This is an optimization exercise on Yosys and OpenROAD, whose aim is small area, a short achievable clock period and few clock cycles per item, not a production implementation.
Function was checked by simulation only, so behaviour that the tests miss may differ from the original.

==> run K: inputs <==
// Bicubic
module Bicubic(
           input CLK,
           input RST,
           input enable,
           input [7:0] input_data,
           output reg [13:0] iaddr,
           output reg ird,
           output reg we,
           output reg [13:0] waddr,
           output reg [7:0] output_data,
           input [6:0] V0,
           input [6:0] H0,
           input [4:0] SW,
           input [4:0] SH,
           input [5:0] TW,
           input [5:0] TH,
           output reg DONE
       );
localparam S_IDLE = 3'd0,
           S_LOAD = 3'd1,
           S_DIV  = 3'd2,
           S_RUN  = 3'd3,
           S_FIN1 = 3'd4,
           S_FIN2 = 3'd5;
localparam R_STEP = 2'd0,      
           R_COLS = 2'd1,      
           R_DONE = 2'd2;      
localparam QN = 6;
reg [2:0] state;
reg [1:0] rstate;
reg       hrun;            
reg       ahead;           
reg [6:0] rV0, rH0;
reg [4:0] rSW, rSH;
reg [5:0] rTW, rTH;
always @(posedge CLK) begin
    rV0 <= V0; rH0 <= H0; rSW <= SW; rSH <= SH; rTW <= TW; rTH <= TH;
end
wire [5:0] tw1 = rTW - 6'd1;
wire [5:0] th1 = rTH - 6'd1;
reg [19:0] hq, vq;
reg [5:0]  hr, vr;
reg [5:0]  y;
reg [19:0] rowA, rowB;
reg [5:0]  remB;
reg [1:0]  nstep;          
reg        pmr;            
reg        n5;             
reg        lastr;          
reg        pmh;            
reg        lasth;          
reg [5:0]  x;
reg [19:0] col;
reg [5:0]  crem;
reg        hsel;           
wire [4:0]  ci = col[19:15];
wire [14:0] cf = col[14:0];
reg [8*QN-1:0] QA, QB;
reg [5:0] base;            
reg [3:0] qcnt;            
reg [2:0] credit;          
reg [5:0] rdj;             
reg [2:0] rdk;             
reg       rdact;           
reg       v1;              
reg [7:0] P0, P1, P2, P3, P4;
reg [2:0] pcnt;
reg       vbp;             
reg       vbs;             
reg [40:0] S2r;
reg [7:0]  k1r;
reg [14:0] kfr;
reg        st2;            
reg [1:0]  st2d;           
reg        st2l;           
reg        st2p;           
reg [13:0] wa;             
wire [2:0] npix  = n5 ? 3'd5 : 3'd4;
wire       run   = (state == S_RUN);
  ...
clock: 110.0 ns
lec_check: 0
cap_margin: 20
core_margin: 2
core_utilization: 40
slew_margin: 20
run.sh (not shown) runs the stock make flow with config.mk's settings and CLKGATE_MAP_FILE= SYNTH_SCRIPT=/design/flow/synth_recipe.tcl, a recipe that flattens the netlist after the stock synthesis.
==> inputs of run R, as changes to run K <==
--- a/flow/design.v
+++ b/flow/design.v
@@ -28,16 +28,17 @@
 localparam QN = 6;
 reg [2:0] state;
 reg [1:0] rstate;
 reg       hrun;            
 reg       ahead;           
 reg [6:0] rV0, rH0;
 reg [4:0] rSW, rSH;
 reg [5:0] rTW, rTH;
+reg       ren;             
 always @(posedge CLK) begin
     rV0 <= V0; rH0 <= H0; rSW <= SW; rSH <= SH; rTW <= TW; rTH <= TH;
 end
 wire [5:0] tw1 = rTW - 6'd1;
 wire [5:0] th1 = rTH - 6'd1;
 reg [19:0] hq, vq;
 reg [5:0]  hr, vr;
 reg [5:0]  y;
@@ -61,90 +62,101 @@
 reg [2:0] credit;          
 reg [5:0] rdj;             
 reg [2:0] rdk;             
 reg       rdact;           
 reg       v1;              
 reg [7:0] P0, P1, P2, P3, P4;
 reg [2:0] pcnt;
 reg       vbp;             
-reg       vbs;             
 reg [40:0] S2r;
 reg [7:0]  k1r;
 reg [14:0] kfr;
-reg        st2;            
-reg [1:0]  st2d;           
-reg        st2l;           
-reg        st2p;           
+reg [7:0]  bpv;            
+reg        vs, vsb, vsy;   
+reg        hs, hsb, hsy;   
+reg        hsl;            
+reg        hsp;            
+reg        rfzA, rfzB;     
 reg [13:0] wa;             
 wire [2:0] npix  = n5 ? 3'd5 : 3'd4;
 wire       run   = (state == S_RUN);
 wire       issVa = (pcnt == npix);
 wire       issVb = vbp;
 wire       hwin  = (base == {1'b0, ci}) && ((qcnt >= 4'd4) || (cf == 15'd0 && qcnt >= 4'd2));
-wire       issH  = run && hrun && !issVa && !issVb && hwin;
+wire       issV  = issVa | issVb;
+wire       hcand = run && hrun && hwin;
+wire       fVz   = issVa ? rfzA : rfzB;
+wire       engV  = issV && !(fVz && hcand);    
+wire       issH  = hcand && (!issV || fVz || cf == 15'd0);
 wire       xadv  = issH && (hsel || !pmh);
 wire       hend  = xadv && (x == tw1);
 wire       htake  = run && (hend || !hrun) && ahead && !(hend && lasth);
 wire       rstart = run && (rstate == R_STEP) && (nstep == 2'd0) && (!ahead || htake);
-wire       plo = issVa ? n5 : vbs;       
+wire       plo = issVa ? n5 : 1'b1;      
 wire [7:0] v0  = plo ? P0 : P1;
 wire [7:0] v1d = plo ? P1 : P2;
 wire [7:0] v2  = plo ? P2 : P3;
 wire [7:0] v3  = plo ? P3 : P4;
-wire [7:0] k0 = (issVa | issVb) ? v0  : (hsel ? QB[7:0]   : QA[7:0]);
-wire [7:0] k1 = (issVa | issVb) ? v1d : (hsel ? QB[15:8]  : QA[15:8]);
-wire [7:0] k2 = (issVa | issVb) ? v2  : (hsel ? QB[23:16] : QA[23:16]);
-wire [7:0] k3 = (issVa | issVb) ? v3  : (hsel ? QB[31:24] : QA[31:24]);
-wire [14:0] kf = issVa ? rowA[14:0] : (issVb ? rowB[14:0] : cf);
+wire [7:0] h1 = hsel ? QB[15:8] : QA[15:8];
+wire [7:0] k0 = engV ? v0  : (hsel ? QB[7:0]   : QA[7:0]);
+wire [7:0] k1 = engV ? v1d : h1;
+wire [7:0] k2 = engV ? v2  : (hsel ? QB[23:16] : QA[23:16]);
+wire [7:0] k3 = engV ? v3  : (hsel ? QB[31:24] : QA[31:24]);
+wire [14:0] kf = engV ? (issVa ? rowA[14:0] : rowB[14:0]) : cf;
 wire [40:0] S2;
 bicubic_kst1 u_kst1(.k0(k0), .k1(k1), .k2(k2), .k3(k3), .f(kf), .S2(S2));
 wire [7:0] kres;
 bicubic_kst2 u_kst2(.S2(S2r), .k1(k1r), .f(kfr), .res(kres));
 wire [6:0]  crem_s = {1'b0, crem} + {1'b0, hr};
 wire        ccar   = crem_s >= {1'b0, tw1};
 wire [19:0] col_n  = col + hq + {19'd0, ccar};
 wire [5:0]  crem_n = ccar ? crem_s[5:0] - tw1 : crem_s[5:0];
 wire [6:0]  rrem_s = {1'b0, remB} + {1'b0, vr};
 wire        rcar   = rrem_s >= {1'b0, th1};
 wire [19:0] row_n  = rowB + vq + {19'd0, rcar};
 wire [5:0]  rrem_n = rcar ? rrem_s[5:0] - th1 : rrem_s[5:0];
 wire [6:0] hdt = {hr, hq[19]};
 wire       hdb = hdt >= {1'b0, tw1};
 wire [6:0] vdt = {vr, vq[19]};
 wire       vdb = vdt >= {1'b0, th1};
-wire       st2v    = st2 && !st2d[1];
-wire       qinc    = st2v && (st2d[0] || !pmr);
+wire       qinc    = vs && (vsb || !pmr);
+wire [7:0] vres    = vsy ? bpv : kres;
+wire [7:0] hres    = hsy ? bpv : kres;
 wire [5:0] ci_next = xadv ? {1'b0, col_n[19:15]} : {1'b0, ci};
 wire       shift   = (qcnt != 4'd0) && (ci_next != base);
 wire [3:0] qpos    = shift ? qcnt - 4'd1 : qcnt;
 wire [5:0] lastcol = {1'b0, rSW} + 6'd1;
 wire       rdstart = run && (rstate == R_COLS) && !rdact && (rdj <= lastcol) && (credit != 3'd0);
 wire       rdgo    = rdact || rdstart;
 wire       vquiet  = !rdact && !v1 && (pcnt == 3'd0) && !vbp;
 wire [13:0] rowaddr = {1'b0, rH0, 6'd0} + {2'b0, rH0, 5'd0} + {5'b0, rH0, 2'd0}
                     + {7'd0, rV0} + {9'd0, rowA[19:15]} - 14'd101;
 wire [4:0] rid    = rowB[19:15] - rowA[19:15];
 wire       pm_new = (y != th1) && (rid <= 5'd1);
-wire [13:0] wsum = wa + ((st2d == 2'd3) ? {8'd0, rTW} : 14'd0);
+wire [13:0] wsum = wa + (hsb ? {8'd0, rTW} : 14'd0);
 always @(posedge CLK or posedge RST) begin
     if (RST) begin
         state <= S_IDLE;
+        ren   <= 1'b0;
         DONE  <= 1'b0;
         we    <= 1'b0;
         ird   <= 1'b0;
-        st2   <= 1'b0;
+        vs    <= 1'b0;
+        hs    <= 1'b0;
     end else begin
-        st2 <= issVa | issVb | issH;
-        we  <= st2 && st2d[1];
+        ren <= enable;
+        vs  <= issV;
+        hs  <= issH;
+        we  <= hs;
         ird <= rdgo;
         case (state)
         S_IDLE: begin
             DONE <= 1'b0;
-            if (enable) state <= S_LOAD;
+            if (ren) state <= S_LOAD;
         end
         S_LOAD: state <= S_DIV;
         S_DIV:  if (x == 6'd19) state <= S_RUN;
         S_RUN:  if (hend && lasth) state <= S_FIN1;
         S_FIN1: state <= S_FIN2;
         S_FIN2: DONE <= 1'b1;
         default: state <= S_IDLE;
         endcase
@@ -155,16 +167,17 @@
     if (state == S_LOAD) begin
         hq     <= {rSW - 5'd1, 15'd0};
         vq     <= {rSH - 5'd1, 15'd0};
         hr     <= 6'd0;
         vr     <= 6'd0;
         x      <= 6'd0;
         y      <= 6'h3f;
         rowB   <= 20'd0;
+        rfzB   <= 1'b1;
         remB   <= 6'd0;
         nstep  <= 2'd1;
         rstate <= R_STEP;
         hrun   <= 1'b0;
         ahead  <= 1'b0;
         wa     <= 14'd0;
         rdact  <= 1'b0;
         base   <= 6'd0;
@@ -180,16 +193,18 @@
     end
     if (run) begin
         case (rstate)
         R_STEP: begin
             if (nstep != 2'd0) begin
                 y     <= y + 6'd1;
                 rowA  <= rowB;
                 rowB  <= row_n;
+                rfzA  <= rfzB;
+                rfzB  <= (row_n[14:0] == 15'd0);
                 remB  <= rrem_n;
                 nstep <= nstep - 2'd1;
             end else if (rstart) begin
                 pmr    <= pm_new;
                 n5     <= pm_new && (rid != 5'd0);
                 lastr  <= (pm_new ? y + 6'd1 : y) == th1;
                 rdj    <= 6'd0;
                 rdk    <= 3'd0;
@@ -213,24 +228,21 @@
         rdact <= (rdk != npix - 3'd1);
         if (rdk == npix - 3'd1) begin
             rdk <= 3'd0;
             rdj <= rdj + 6'd1;
         end else begin
             rdk <= rdk + 3'd1;
         end
     end
-    if (v1) begin
-        P0 <= P1; P1 <= P2; P2 <= P3; P3 <= P4; P4 <= input_data;
-    end
+    P0 <= P1; P1 <= P2; P2 <= P3; P3 <= P4; P4 <= input_data;
     if (state == S_LOAD || state == S_DIV) pcnt <= 3'd0;
     else if (issVa) pcnt <= v1 ? 3'd1 : 3'd0;
     else if (v1) pcnt <= pcnt + 3'd1;
     vbp <= issVa && pmr;
-    vbs <= v1;
     if (issH) hsel <= !xadv;
     if (xadv) begin
         x    <= x + 6'd1;
         col  <= col_n;
         crem <= crem_n;
     end
     if (htake || hend) begin
         x     <= 6'd0;
@@ -242,39 +254,43 @@
     if (htake) begin
         pmh   <= pmr;
         lasth <= lastr;
     end
     if (run) ahead <= rstart || (ahead && !htake);
     S2r  <= S2;
     k1r  <= k1;
     kfr  <= kf;
-    st2d <= issVa ? 2'd0 : (issVb ? 2'd1 : (hsel ? 2'd3 : 2'd2));
-    st2l <= (x == tw1);
-    st2p <= pmh;
+    bpv  <= engV ? h1 : v1d;
+    vsb  <= issVb;
+    vsy  <= !engV;
+    hsb  <= hsel;
+    hsy  <= engV;
+    hsl  <= (x == tw1);
+    hsp  <= pmh;
     for (i = 0; i < QN; i = i + 1) begin
-        if (st2v && !st2d[0] && qpos == i)
-            QA[8*i +: 8] <= kres;
+        if (vs && !vsb && qpos == i)
+            QA[8*i +: 8] <= vres;
         else if (shift && i < QN - 1)
             QA[8*i +: 8] <= QA[8*i + 8 +: 8];
-        if (st2v && st2d[0] && qpos == i)
-            QB[8*i +: 8] <= kres;
+        if (vs && vsb && qpos == i)
+            QB[8*i +: 8] <= vres;
         else if (shift && i < QN - 1)
             QB[8*i +: 8] <= QB[8*i + 8 +: 8];
     end
     if (run) begin
         base   <= base + {5'd0, shift} - (hend ? lastcol + 6'd1 : 6'd0);
         qcnt   <= qcnt + {3'd0, qinc} - {3'd0, shift};
         credit <= credit + {2'd0, shift} - {2'd0, rdstart};
     end
-    if (st2 && st2d[1]) begin
-        output_data <= kres;
+    if (hs) begin
+        output_data <= hres;
         waddr       <= wsum;
-        if (st2d[0] || !st2p)
-            wa <= ((st2d[0] && st2l) ? wsum : wa) + 14'd1;
+        if (hsb || !hsp)
+            wa <= ((hsb && hsl) ? wsum : wa) + 14'd1;
     end
 end
 endmodule
 module bicubic_kst1(
     input  [7:0]  k0,
     input  [7:0]  k1,
     input  [7:0]  k2,
     input  [7:0]  k3,
==> inputs of run P, as changes to run K <==
--- a/flow/design.v
+++ b/flow/design.v
@@ -61,85 +61,94 @@
 reg [2:0] credit;          
 reg [5:0] rdj;             
 reg [2:0] rdk;             
 reg       rdact;           
 reg       v1;              
 reg [7:0] P0, P1, P2, P3, P4;
 reg [2:0] pcnt;
 reg       vbp;             
-reg       vbs;             
 reg [40:0] S2r;
 reg [7:0]  k1r;
 reg [14:0] kfr;
-reg        st2;            
-reg [1:0]  st2d;           
-reg        st2l;           
-reg        st2p;           
+reg [7:0]  bpv;            
+reg        vs, vsb, vsy;   
+reg        hs, hsb, hsy;   
+reg        hsl;            
+reg        hsp;            
+reg        rfzA, rfzB;     
 reg [13:0] wa;             
 wire [2:0] npix  = n5 ? 3'd5 : 3'd4;
 wire       run   = (state == S_RUN);
 wire       issVa = (pcnt == npix);
 wire       issVb = vbp;
 wire       hwin  = (base == {1'b0, ci}) && ((qcnt >= 4'd4) || (cf == 15'd0 && qcnt >= 4'd2));
-wire       issH  = run && hrun && !issVa && !issVb && hwin;
+wire       issV  = issVa | issVb;
+wire       hcand = run && hrun && hwin;
+wire       fVz   = issVa ? rfzA : rfzB;
+wire       engV  = issV && !(fVz && hcand);    
+wire       issH  = hcand && (!issV || fVz || cf == 15'd0);
 wire       xadv  = issH && (hsel || !pmh);
 wire       hend  = xadv && (x == tw1);
 wire       htake  = run && (hend || !hrun) && ahead && !(hend && lasth);
 wire       rstart = run && (rstate == R_STEP) && (nstep == 2'd0) && (!ahead || htake);
-wire       plo = issVa ? n5 : vbs;       
+wire       plo = issVa ? n5 : 1'b1;      
 wire [7:0] v0  = plo ? P0 : P1;
 wire [7:0] v1d = plo ? P1 : P2;
 wire [7:0] v2  = plo ? P2 : P3;
 wire [7:0] v3  = plo ? P3 : P4;
-wire [7:0] k0 = (issVa | issVb) ? v0  : (hsel ? QB[7:0]   : QA[7:0]);
-wire [7:0] k1 = (issVa | issVb) ? v1d : (hsel ? QB[15:8]  : QA[15:8]);
-wire [7:0] k2 = (issVa | issVb) ? v2  : (hsel ? QB[23:16] : QA[23:16]);
-wire [7:0] k3 = (issVa | issVb) ? v3  : (hsel ? QB[31:24] : QA[31:24]);
-wire [14:0] kf = issVa ? rowA[14:0] : (issVb ? rowB[14:0] : cf);
+wire [7:0] h1 = hsel ? QB[15:8] : QA[15:8];
+wire [7:0] k0 = engV ? v0  : (hsel ? QB[7:0]   : QA[7:0]);
+wire [7:0] k1 = engV ? v1d : h1;
+wire [7:0] k2 = engV ? v2  : (hsel ? QB[23:16] : QA[23:16]);
+wire [7:0] k3 = engV ? v3  : (hsel ? QB[31:24] : QA[31:24]);
+wire [14:0] kf = engV ? (issVa ? rowA[14:0] : rowB[14:0]) : cf;
 wire [40:0] S2;
 bicubic_kst1 u_kst1(.k0(k0), .k1(k1), .k2(k2), .k3(k3), .f(kf), .S2(S2));
 wire [7:0] kres;
 bicubic_kst2 u_kst2(.S2(S2r), .k1(k1r), .f(kfr), .res(kres));
 wire [6:0]  crem_s = {1'b0, crem} + {1'b0, hr};
 wire        ccar   = crem_s >= {1'b0, tw1};
 wire [19:0] col_n  = col + hq + {19'd0, ccar};
 wire [5:0]  crem_n = ccar ? crem_s[5:0] - tw1 : crem_s[5:0];
 wire [6:0]  rrem_s = {1'b0, remB} + {1'b0, vr};
 wire        rcar   = rrem_s >= {1'b0, th1};
 wire [19:0] row_n  = rowB + vq + {19'd0, rcar};
 wire [5:0]  rrem_n = rcar ? rrem_s[5:0] - th1 : rrem_s[5:0];
 wire [6:0] hdt = {hr, hq[19]};
 wire       hdb = hdt >= {1'b0, tw1};
 wire [6:0] vdt = {vr, vq[19]};
 wire       vdb = vdt >= {1'b0, th1};
-wire       st2v    = st2 && !st2d[1];
-wire       qinc    = st2v && (st2d[0] || !pmr);
+wire       qinc    = vs && (vsb || !pmr);
+wire [7:0] vres    = vsy ? bpv : kres;
+wire [7:0] hres    = hsy ? bpv : kres;
 wire [5:0] ci_next = xadv ? {1'b0, col_n[19:15]} : {1'b0, ci};
 wire       shift   = (qcnt != 4'd0) && (ci_next != base);
 wire [3:0] qpos    = shift ? qcnt - 4'd1 : qcnt;
 wire [5:0] lastcol = {1'b0, rSW} + 6'd1;
 wire       rdstart = run && (rstate == R_COLS) && !rdact && (rdj <= lastcol) && (credit != 3'd0);
 wire       rdgo    = rdact || rdstart;
 wire       vquiet  = !rdact && !v1 && (pcnt == 3'd0) && !vbp;
 wire [13:0] rowaddr = {1'b0, rH0, 6'd0} + {2'b0, rH0, 5'd0} + {5'b0, rH0, 2'd0}
                     + {7'd0, rV0} + {9'd0, rowA[19:15]} - 14'd101;
 wire [4:0] rid    = rowB[19:15] - rowA[19:15];
 wire       pm_new = (y != th1) && (rid <= 5'd1);
-wire [13:0] wsum = wa + ((st2d == 2'd3) ? {8'd0, rTW} : 14'd0);
+wire [13:0] wsum = wa + (hsb ? {8'd0, rTW} : 14'd0);
 always @(posedge CLK or posedge RST) begin
     if (RST) begin
         state <= S_IDLE;
         DONE  <= 1'b0;
         we    <= 1'b0;
         ird   <= 1'b0;
-        st2   <= 1'b0;
+        vs    <= 1'b0;
+        hs    <= 1'b0;
     end else begin
-        st2 <= issVa | issVb | issH;
-        we  <= st2 && st2d[1];
+        vs  <= issV;
+        hs  <= issH;
+        we  <= hs;
         ird <= rdgo;
         case (state)
         S_IDLE: begin
             DONE <= 1'b0;
             if (enable) state <= S_LOAD;
         end
         S_LOAD: state <= S_DIV;
         S_DIV:  if (x == 6'd19) state <= S_RUN;
@@ -155,16 +164,17 @@
     if (state == S_LOAD) begin
         hq     <= {rSW - 5'd1, 15'd0};
         vq     <= {rSH - 5'd1, 15'd0};
         hr     <= 6'd0;
         vr     <= 6'd0;
         x      <= 6'd0;
         y      <= 6'h3f;
         rowB   <= 20'd0;
+        rfzB   <= 1'b1;
         remB   <= 6'd0;
         nstep  <= 2'd1;
         rstate <= R_STEP;
         hrun   <= 1'b0;
         ahead  <= 1'b0;
         wa     <= 14'd0;
         rdact  <= 1'b0;
         base   <= 6'd0;
@@ -180,16 +190,18 @@
     end
     if (run) begin
         case (rstate)
         R_STEP: begin
             if (nstep != 2'd0) begin
                 y     <= y + 6'd1;
                 rowA  <= rowB;
                 rowB  <= row_n;
+                rfzA  <= rfzB;
+                rfzB  <= (row_n[14:0] == 15'd0);
                 remB  <= rrem_n;
                 nstep <= nstep - 2'd1;
             end else if (rstart) begin
                 pmr    <= pm_new;
                 n5     <= pm_new && (rid != 5'd0);
                 lastr  <= (pm_new ? y + 6'd1 : y) == th1;
                 rdj    <= 6'd0;
                 rdk    <= 3'd0;
@@ -213,24 +225,21 @@
         rdact <= (rdk != npix - 3'd1);
         if (rdk == npix - 3'd1) begin
             rdk <= 3'd0;
             rdj <= rdj + 6'd1;
         end else begin
             rdk <= rdk + 3'd1;
         end
     end
-    if (v1) begin
-        P0 <= P1; P1 <= P2; P2 <= P3; P3 <= P4; P4 <= input_data;
-    end
+    P0 <= P1; P1 <= P2; P2 <= P3; P3 <= P4; P4 <= input_data;
     if (state == S_LOAD || state == S_DIV) pcnt <= 3'd0;
     else if (issVa) pcnt <= v1 ? 3'd1 : 3'd0;
     else if (v1) pcnt <= pcnt + 3'd1;
     vbp <= issVa && pmr;
-    vbs <= v1;
     if (issH) hsel <= !xadv;
     if (xadv) begin
         x    <= x + 6'd1;
         col  <= col_n;
         crem <= crem_n;
     end
     if (htake || hend) begin
         x     <= 6'd0;
@@ -242,39 +251,43 @@
     if (htake) begin
         pmh   <= pmr;
         lasth <= lastr;
     end
     if (run) ahead <= rstart || (ahead && !htake);
     S2r  <= S2;
     k1r  <= k1;
     kfr  <= kf;
-    st2d <= issVa ? 2'd0 : (issVb ? 2'd1 : (hsel ? 2'd3 : 2'd2));
-    st2l <= (x == tw1);
-    st2p <= pmh;
+    bpv  <= engV ? h1 : v1d;
+    vsb  <= issVb;
+    vsy  <= !engV;
+    hsb  <= hsel;
+    hsy  <= engV;
+    hsl  <= (x == tw1);
+    hsp  <= pmh;
     for (i = 0; i < QN; i = i + 1) begin
-        if (st2v && !st2d[0] && qpos == i)
-            QA[8*i +: 8] <= kres;
+        if (vs && !vsb && qpos == i)
+            QA[8*i +: 8] <= vres;
         else if (shift && i < QN - 1)
             QA[8*i +: 8] <= QA[8*i + 8 +: 8];
-        if (st2v && st2d[0] && qpos == i)
-            QB[8*i +: 8] <= kres;
+        if (vs && vsb && qpos == i)
+            QB[8*i +: 8] <= vres;
         else if (shift && i < QN - 1)
             QB[8*i +: 8] <= QB[8*i + 8 +: 8];
     end
     if (run) begin
         base   <= base + {5'd0, shift} - (hend ? lastcol + 6'd1 : 6'd0);
         qcnt   <= qcnt + {3'd0, qinc} - {3'd0, shift};
         credit <= credit + {2'd0, shift} - {2'd0, rdstart};
     end
-    if (st2 && st2d[1]) begin
-        output_data <= kres;
+    if (hs) begin
+        output_data <= hres;
         waddr       <= wsum;
-        if (st2d[0] || !st2p)
-            wa <= ((st2d[0] && st2l) ? wsum : wa) + 14'd1;
+        if (hsb || !hsp)
+            wa <= ((hsb && hsl) ? wsum : wa) + 14'd1;
     end
 end
 endmodule
 module bicubic_kst1(
     input  [7:0]  k0,
     input  [7:0]  k1,
     input  [7:0]  k2,
     input  [7:0]  k3,
==> run summary <==
Run K passed the timing, design-rule and antenna checks. Run P finished clean. Run R produced a clean layout.
The highest setup slack belongs to run P, the lowest to run K.
Critical path depth is the same in run P and run K.
Against run R, the sequential cell count of run K is lower by 13.
Worst hold slack, lowest first: run R, run P, run K.
Synthesized cell count: run R > run K > run P.
Of run R and run K, run K has the higher sequential share of layout area (gap 0.085 points).
Testbench counts of run K, summed over its fixed seeds: cycles 93,712, pixels 56,749.
Testbench counts of run R, summed over its fixed seeds: cycles 91,921, pixels 56,749.
Testbench counts of run P, summed over its fixed seeds: cycles 91,885, pixels 56,749.

afterwards: timing with drivers on the ports:
Ports are ideal in the flow. The routed layouts listed here were re-timed in OpenROAD. Step 1 (the two cells are an assumption about what drives the block):
set clk [get_ports {CLK}]
set_driving_cell -lib_cell sky130_fd_sc_hd__clkbuf_16 $clk
set_driving_cell -lib_cell sky130_fd_sc_hd__buf_2 [delete_from_list [all_inputs] $clk]
Step 2 adds t to the input delays and takes it off the output delays; t is the mean of the earliest and latest rising clock arrival at the registers after step 1. Input paths then give back, and output paths get back, about the clock's delay inside the block. a / b / c = no drivers / after step 1 / after step 2; a / b = the first two.
run | t, ns | setup slack, ns | hold slack, ns | latest minus earliest clock arrival (ns)
run K | 0.748 | 86.294 / 86.218 / 86.966 | 0.382 / 0.382 / 0.382 | 0.036 / 0.035
run R | 0.714 | 86.305 / 86.238 / 86.951 | 0.367 / 0.367 / 0.367 | 0.039 / 0.039
run P | 0.719 | 86.357 / 86.284 / 87.003 | 0.368 / 0.368 / 0.368 | 0.043 / 0.044
After both steps setup and hold are still met in every run listed.
